What follows belongs to an exercise in optimizing a design on an open flow for small area, a short achievable clock period and few clock cycles; a production flow would make more cautious choices.
The RTL was checked by simulation tests, not by an equivalence proof against the original design.

Setup of old:
==> flow/design.v <==
`timescale 1ns / 1ps
module pfx_add #(parameter W = 32, parameter L = 5) (
    input  wire [W-1:0] a,
    input  wire [W-1:0] b,
    input  wire         ci,
    output wire [W-1:0] s
);
    wire [W-1:0] p = a ^ b;
    wire [W-1:0] gg [0:L];
    wire [W-1:0] pp [0:L];
    assign gg[0] = (a & b) | {{(W-1){1'b0}}, p[0] & ci};
    assign pp[0] = p;
    genvar l, i;
    generate
        for (l = 0; l < L; l = l + 1) begin : g_lvl
            for (i = 0; i < W; i = i + 1) begin : g_bit
                if ((i >> l) & 1) begin : g_op
                    localparam integer J = ((i >> l) << l) - 1;
                    assign gg[l+1][i] = gg[l][i] | (pp[l][i] & gg[l][J]);
                    assign pp[l+1][i] = pp[l][i] & pp[l][J];
                end else begin : g_pass
                    assign gg[l+1][i] = gg[l][i];
                    assign pp[l+1][i] = pp[l][i];
                end
            end
        end
    endgenerate
    assign s = p ^ {gg[L][W-2:0], ci};
endmodule
module cmp_tree (
    input  wire [31:0] a,
    input  wire [31:0] nb,
    output wire        eq,
    output wire        lt
);
    wire [31:0] e0 = a ^ nb;
    wire [31:0] l0 = {a[31] & nb[31], ~(a[30:0] | nb[30:0])};
    wire [31:0] ee [0:5];
    wire [31:0] ll [0:5];
    assign ee[0] = e0;
    assign ll[0] = l0;
    genvar l, i;
    generate
        for (l = 0; l < 5; l = l + 1) begin : g_lvl
            for (i = 0; i < (32 >> (l + 1)); i = i + 1) begin : g_node
                assign ll[l+1][i] = ll[l][2*i+1] | (ee[l][2*i+1] & ll[l][2*i]);
                assign ee[l+1][i] = ee[l][2*i+1] & ee[l][2*i];
            end
            for (i = (32 >> (l + 1)); i < 32; i = i + 1) begin : g_pad
                assign ll[l+1][i] = 1'b0;
                assign ee[l+1][i] = 1'b0;
            end
        end
    endgenerate
    assign eq = ee[5][0];
    assign lt = ll[5][0];
endmodule
`timescale 1ns / 1ps
module myCPU (
    input  wire         cpu_rst,
    input  wire         cpu_clk,
    output wire [13:0]  inst_addr,
    input  wire [31:0]  inst,
    output wire [31:0]  Bus_addr,
    input  wire [31:0]  Bus_rdata,
    output wire         Bus_we,
    output wire [31:0]  Bus_wdata
);
    reg  [31:0] e_a;         
    reg  [31:0] e_b;         
    reg  [31:0] e_s;         
    reg  [ 4:0] e_rd;
    reg         e_wr;        
    reg         e_st;        
    reg         e_ld;        
    reg         e_br;        
    reg         e_jr;        
    reg         e_pred;      
    reg  [ 2:0] e_f3;        
    reg         e_sub;
    reg         e_sra;
    reg  [ 2:0] e_op;        
    reg         e_ress;      
    reg         e_lui;
    reg  [31:0] pc;
    reg  [31:0] m_res;       
    reg  [31:0] m_wd;        
    reg  [ 4:0] m_rd;
    reg         m_wr;
    reg         m_ld;
    reg         m_st;
    wire [31:0] sum;
    pfx_add #(32) u_add (.a(e_a), .b(e_b), .ci(e_sub), .s(sum));
    reg  [31:0] shin, shout, shr;
    integer i;
    always @(*) begin
        for (i = 0; i < 32; i = i + 1)
            shin[i] = (e_op[2]) ? e_a[i] : e_a[31 - i];
        shr = $signed({e_sra & e_a[31], shin}) >>> e_b[4:0];
        for (i = 0; i < 32; i = i + 1)
            shout[i] = (e_op[2]) ? shr[i] : shr[31 - i];
    end
    reg [31:0] alu;
    always @(*) begin
        case (e_op)
            3'd1, 3'd5: alu = shout;
            3'd4:       alu = e_a ^ e_b;
            3'd6:       alu = e_a | e_b;
            3'd7:       alu = e_a & e_b;
            default:    alu = sum;
        endcase
    end
    wire [31:0] r_e = e_ress ? e_s : alu;
    wire eq, lt;
    cmp_tree u_cmp (.a(e_a), .nb(e_b), .eq(eq), .lt(lt));
    wire tkn = e_f3[2] ? lt : (eq ^ e_f3[0]);
    wire redirect = (e_br & (tkn != e_pred)) | e_jr;
    wire [31:0] rtarget = e_jr ? sum : e_s;
    always @(posedge cpu_clk) begin
        m_res <= r_e;
        m_wd  <= e_s;
        m_rd  <= e_rd;
    end
    always @(posedge cpu_clk or posedge cpu_rst)
        if (cpu_rst) begin
            m_wr <= 1'b0;
            m_ld <= 1'b0;
            m_st <= 1'b0;
        end else begin
            m_wr <= e_wr;
            m_ld <= e_ld;
            m_st <= e_st;
        end
    assign Bus_addr  = m_res;
    assign Bus_wdata = m_wd;
    assign Bus_we    = m_st;
    wire [31:0] res = m_ld ? Bus_rdata : m_res;
    reg  [31:0] rf [1:31];
    reg  [31:1] rv;
    genvar g;
    generate
        for (g = 1; g < 32; g = g + 1) begin : g_rf
            always @(posedge cpu_clk)
                if (m_wr && m_rd == g) rf[g] <= res;
        end
    endgenerate
    generate
        for (g = 1; g < 32; g = g + 1) begin : g_rv
            always @(posedge cpu_clk or posedge cpu_rst)
                if (cpu_rst) rv[g] <= 1'b0;
                else if (m_wr && m_rd == g) rv[g] <= 1'b1;
        end
    endgenerate
    assign inst_addr = pc[15:2];
    wire [6:0] opc = inst[6:0];
    wire [4:0] rd  = inst[11:7];
    wire [4:0] rs1 = inst[19:15];
    wire [4:0] rs2 = inst[24:20];
    wire [2:0] f3  = inst[14:12];
    wire is_ctl  = opc[6];                           
    wire is_br   = opc[6] & ~opc[2];
    wire is_jal  = opc[6] & opc[3];
    wire is_jalr = opc[6] & opc[2] & ~opc[3];
    wire is_alu  = ~opc[6] & opc[4];                 
    wire is_lui  = is_alu & opc[2];
    wire is_r    = is_alu & opc[5] & ~opc[2];
    wire is_ld   = ~opc[6] & ~opc[4] & ~opc[5];
    wire is_st   = ~opc[6] & ~opc[4] & opc[5];
    wire writes  = ~is_br & ~is_st & (rd != 5'd0);
    wire [31:0] imm_i = {{20{inst[31]}}, inst[31:20]};
    wire [31:0] imm_s = {{20{inst[31]}}, inst[31:25], inst[11:7]};
    wire [31:0] imm_b = {{20{inst[31]}}, inst[7], inst[30:25], inst[11:8], 1'b0};
    wire [31:0] imm_j = {{12{inst[31]}}, inst[19:12], inst[20], inst[30:21], 1'b0};
    wire [31:0] imm_u = {inst[31:12], 12'b0};
    wire fe1 = e_wr & (e_rd == rs1);
    wire fe2 = e_wr & (e_rd == rs2);
    wire fm1 = m_wr & (m_rd == rs1);
    wire fm2 = m_wr & (m_rd == rs2);
    reg  [31:0] q1, q2;
    integer k;
    always @(*) begin
        q1 = fm1 ? res : 32'b0;
        q2 = fm2 ? res : 32'b0;
        for (k = 1; k < 32; k = k + 1) begin
            q1 = q1 | ({32{~fm1 & rv[k] & (rs1 == k)}} & rf[k]);
            q2 = q2 | ({32{~fm2 & rv[k] & (rs2 == k)}} & rf[k]);
        end
    end
    wire [31:0] r1 = fe1 ? r_e : q1;
    wire [31:0] r2 = fe2 ? r_e : q2;
    wire use1  = ~is_lui & ~is_jal;
    wire use2  = is_r | is_br | is_st;
    wire stall = e_ld & ((use1 & fe1) | (use2 & fe2));
    wire        bpred  = inst[31] | (f3 == 3'b001);
    wire        pred   = is_jal | (is_br & bpred);
    wire [31:0] x1v    = rf[1] & {32{rv[1]}};
    wire        ret_ok = (rs1 == 5'd1) & (inst[31:20] == 12'd0) &
                         (fe1 ? e_ress : (fm1 ? ~m_ld : 1'b1));
    wire [31:0] ret_t  = fe1 ? e_s : (fm1 ? m_res : x1v);
    wire        lj_ok  = fe1 & e_lui;
    wire [19:0] lui_m1 = e_s[31:12] - 20'd1;
    wire [31:0] lj_t   = {(inst[31] ? lui_m1 : e_s[31:12]), inst[31:20]};
    wire        jr_ok  = is_jalr & (ret_ok | lj_ok);
    wire [31:0] jr_t   = ret_ok ? ret_t : lj_t;
    wire [31:0] pc4    = pc + 32'd4;
    wire [31:0] pcimm;
    pfx_add #(32) u_padd (.a(pc), .b(is_jal ? imm_j : imm_b), .ci(1'b0), .s(pcimm));
    wire [31:0] pc_nxt = redirect ? rtarget : stall ? pc : (pred ? pcimm : (jr_ok ? jr_t : pc4));
    always @(posedge cpu_clk or posedge cpu_rst)
        if (cpu_rst) pc <= 32'b0;
        else         pc <= pc_nxt;
    wire        sub  = is_br | (is_r & inst[30] & (f3 == 3'b000));
    wire [31:0] b_in = (is_r | is_br) ? (r2 ^ {32{sub}}) : (is_st ? imm_s : imm_i);
    wire [31:0] s_in = is_st  ? r2 :
                       is_lui ? imm_u :
                       (is_jal | is_jalr | bpred) ? pc4 : pcimm;
    always @(posedge cpu_clk) begin
        e_a    <= r1;
        e_b    <= b_in;
        e_s    <= s_in;
        e_rd   <= rd;
        e_pred <= bpred;
        e_f3   <= f3;
        e_sub  <= sub;
        e_sra  <= inst[30] & f3[2];
        e_op   <= (is_alu & ~is_lui) ? f3 : 3'd0;
        e_ress <= is_lui | is_jal | is_jalr;
        e_lui  <= is_lui;
    end
    always @(posedge cpu_clk or posedge cpu_rst)
        if (cpu_rst) begin
            e_wr <= 1'b0;
            e_st <= 1'b0;
            e_ld <= 1'b0;
            e_br <= 1'b0;
            e_jr <= 1'b0;
        end else begin
            e_wr <= writes  & ~redirect & ~stall;
            e_st <= is_st   & ~redirect & ~stall;
            e_ld <= is_ld   & ~redirect & ~stall;
            e_br <= is_br   & ~redirect & ~stall;
            e_jr <= is_jalr & ~jr_ok & ~redirect & ~stall;
        end
endmodule
make LEC_CHECK=0 CAP_MARGIN=20 CELL_PAD_IN_SITES_DETAIL_PLACEMENT=1 CELL_PAD_IN_SITES_GLOBAL_PLACEMENT=1 CORE_MARGIN=2 CORE_UTILIZATION=40 CTS_CLUSTER_DIAMETER=80 CTS_CLUSTER_SIZE=30 PLACE_DENSITY=0.55 SETUP_SLACK_MARGIN=4.3 SLEW_MARGIN=20 TNS_END_PERCENT=5 finish   # period 8.0 ns
run.sh (not shown) runs the stock make flow with config.mk's settings and CLKGATE_MAP_FILE= SYNTH_SCRIPT=/design/flow/synth_recipe.tcl, a recipe that flattens the netlist after the stock synthesis.
Testbench counts of old, summed over its fixed seeds: cycles 151,920.
The following lists how new was set up differently from old:
-- flow/design.v --
<<< old, line 30
module cmp_tree (
    input  wire [31:0] a,
    input  wire [31:0] nb,
    output wire        eq,
    output wire        lt
);
    wire [31:0] e0 = a ^ nb;
    wire [31:0] l0 = {a[31] & nb[31], ~(a[30:0] | nb[30:0])};
    wire [31:0] ee [0:5];
    wire [31:0] ll [0:5];
>>> new, line 30
module cmp_tree (
    input  wire [31:0] a,
    input  wire [31:0] b,
    output wire        eq,
    output wire        lt
);
    wire [31:0] e0 = ~(a ^ b);
    wire [31:0] l0 = {a[31] & ~b[31], ~a[30:0] & b[30:0]};
    wire [31:0] ee [0:5];
    wire [31:0] ll [0:5];
<<< old, line 113
    wire [31:0] r_e = e_ress ? e_s : alu;
    wire eq, lt;
    cmp_tree u_cmp (.a(e_a), .nb(e_b), .eq(eq), .lt(lt));
    wire tkn = e_f3[2] ? lt : (eq ^ e_f3[0]);
    wire redirect = (e_br & (tkn != e_pred)) | e_jr;
>>> new, line 113
    wire [31:0] r_e = e_ress ? e_s : alu;
    wire eq, lt;
    cmp_tree u_cmp (.a(e_a), .b(e_b), .eq(eq), .lt(lt));
    wire tkn = e_f3[2] ? lt : (eq ^ e_f3[0]);
    wire redirect = (e_br & (tkn != e_pred)) | e_jr;
<<< old, line 177
    wire fm1 = m_wr & (m_rd == rs1);
    wire fm2 = m_wr & (m_rd == rs2);
    reg  [31:0] q1, q2;
    integer k;
    always @(*) begin
        q1 = fm1 ? res : 32'b0;
        q2 = fm2 ? res : 32'b0;
        for (k = 1; k < 32; k = k + 1) begin
            q1 = q1 | ({32{~fm1 & rv[k] & (rs1 == k)}} & rf[k]);
            q2 = q2 | ({32{~fm2 & rv[k] & (rs2 == k)}} & rf[k]);
        end
    end
    wire [31:0] r1 = fe1 ? r_e : q1;
    wire [31:0] r2 = fe2 ? r_e : q2;
    wire use1  = ~is_lui & ~is_jal;
    wire use2  = is_r | is_br | is_st;
    wire stall = e_ld & ((use1 & fe1) | (use2 & fe2));
    wire        bpred  = inst[31] | (f3 == 3'b001);
    wire        pred   = is_jal | (is_br & bpred);
>>> new, line 177
    wire fm1 = m_wr & (m_rd == rs1);
    wire fm2 = m_wr & (m_rd == rs2);
    reg  [31:0] t1, t2;
    integer k;
    always @(*) begin
        t1 = 32'b0;
        t2 = 32'b0;
        for (k = 1; k < 32; k = k + 1) begin
            t1 = t1 | ({32{rv[k] & (rs1 == k)}} & rf[k]);
            t2 = t2 | ({32{rv[k] & (rs2 == k)}} & rf[k]);
        end
    end
    wire [31:0] q1 = fm1 ? res : t1;
    wire [31:0] q2 = fm2 ? res : t2;
    wire [31:0] r1 = fe1 ? r_e : q1;
    wire [31:0] r2 = fe2 ? r_e : q2;
    wire use1  = ~is_lui & ~is_jal;
    wire use2  = is_r | is_br | is_st;
    wire sub   = is_r & inst[30] & (f3 == 3'b000);
    wire stall = (e_ld & ((use1 & fe1) | (use2 & fe2))) | (sub & fe2);
    wire        bpred  = inst[31] | (f3 == 3'b001);
    wire        pred   = is_jal | (is_br & bpred);
<<< old, line 204
    wire [31:0] jr_t   = ret_ok ? ret_t : lj_t;
    wire [31:0] pc4    = pc + 32'd4;
    wire [31:0] pcimm;
    pfx_add #(32) u_padd (.a(pc), .b(is_jal ? imm_j : imm_b), .ci(1'b0), .s(pcimm));
    wire [31:0] pc_nxt = redirect ? rtarget : stall ? pc : (pred ? pcimm : (jr_ok ? jr_t : pc4));
    always @(posedge cpu_clk or posedge cpu_rst)
        if (cpu_rst) pc <= 32'b0;
        else         pc <= pc_nxt;
    wire        sub  = is_br | (is_r & inst[30] & (f3 == 3'b000));
    wire [31:0] b_in = (is_r | is_br) ? (r2 ^ {32{sub}}) : (is_st ? imm_s : imm_i);
    wire [31:0] s_in = is_st  ? r2 :
                       is_lui ? imm_u :
>>> new, line 207
    wire [31:0] jr_t   = ret_ok ? ret_t : lj_t;
    wire [31:0] pc4    = pc + 32'd4;
    wire [31:0] pcb, pcj;
    pfx_add #(32) u_padb (.a(pc), .b(imm_b), .ci(1'b0), .s(pcb));
    pfx_add #(32) u_padj (.a(pc), .b(imm_j), .ci(1'b0), .s(pcj));
    wire [31:0] pcimm  = is_jal ? pcj : pcb;
    wire [31:0] pc_nxt = redirect ? rtarget : stall ? pc : (pred ? pcimm : (jr_ok ? jr_t : pc4));
    always @(posedge cpu_clk or posedge cpu_rst)
        if (cpu_rst) pc <= 32'b0;
        else         pc <= pc_nxt;
    wire [31:0] b_in = (is_r | is_br) ? (sub ? ~q2 : r2) : (is_st ? imm_s : imm_i);
    wire [31:0] s_in = is_st  ? r2 :
                       is_lui ? imm_u :
==> comparison <==
The final non-filler cell area in new sits about 1.4% below the value recorded for old. Compared with old, in new number of instances in the synthesized netlist higher; clock slew at the register clock pins of the worst setup and hold paths was more or less identical; post-CTS setup buffer count has decreased. Proportion of synthesized area in mux cells, new and old: larger value in old. Re minimum period implied by the final worst setup slack: old was higher than new.
Testbench counts of new, summed over its fixed seeds: cycles 151,931.

[port drivers added, routing unchanged]
No port has a modelled driver above. Below, the same layouts with a new extraction and two added sets of constraints.
Step 1, drivers: a clkbuf_16 drives cpu_clk and a buf_2 each remaining input, both assumed.
Step 2 also shifts input and output timing later by t, the mid clock arrival at the registers, as if the neighbouring blocks saw the same clock.
Three values: ideal, step 1, step 2; two values: the first two.
run	t, ns	setup slack, ns	worst slew at a driven data input, ns
old	0.859	3.685 / 3.742 / 2.882	0.06
new	0.846	3.774 / 3.774 / 3.052	0.05
After both steps setup and hold are still met in every run listed. For old, which loses most, drivers alone change the setup slack by +0.057 ns; drivers and shift together by -0.803 ns.
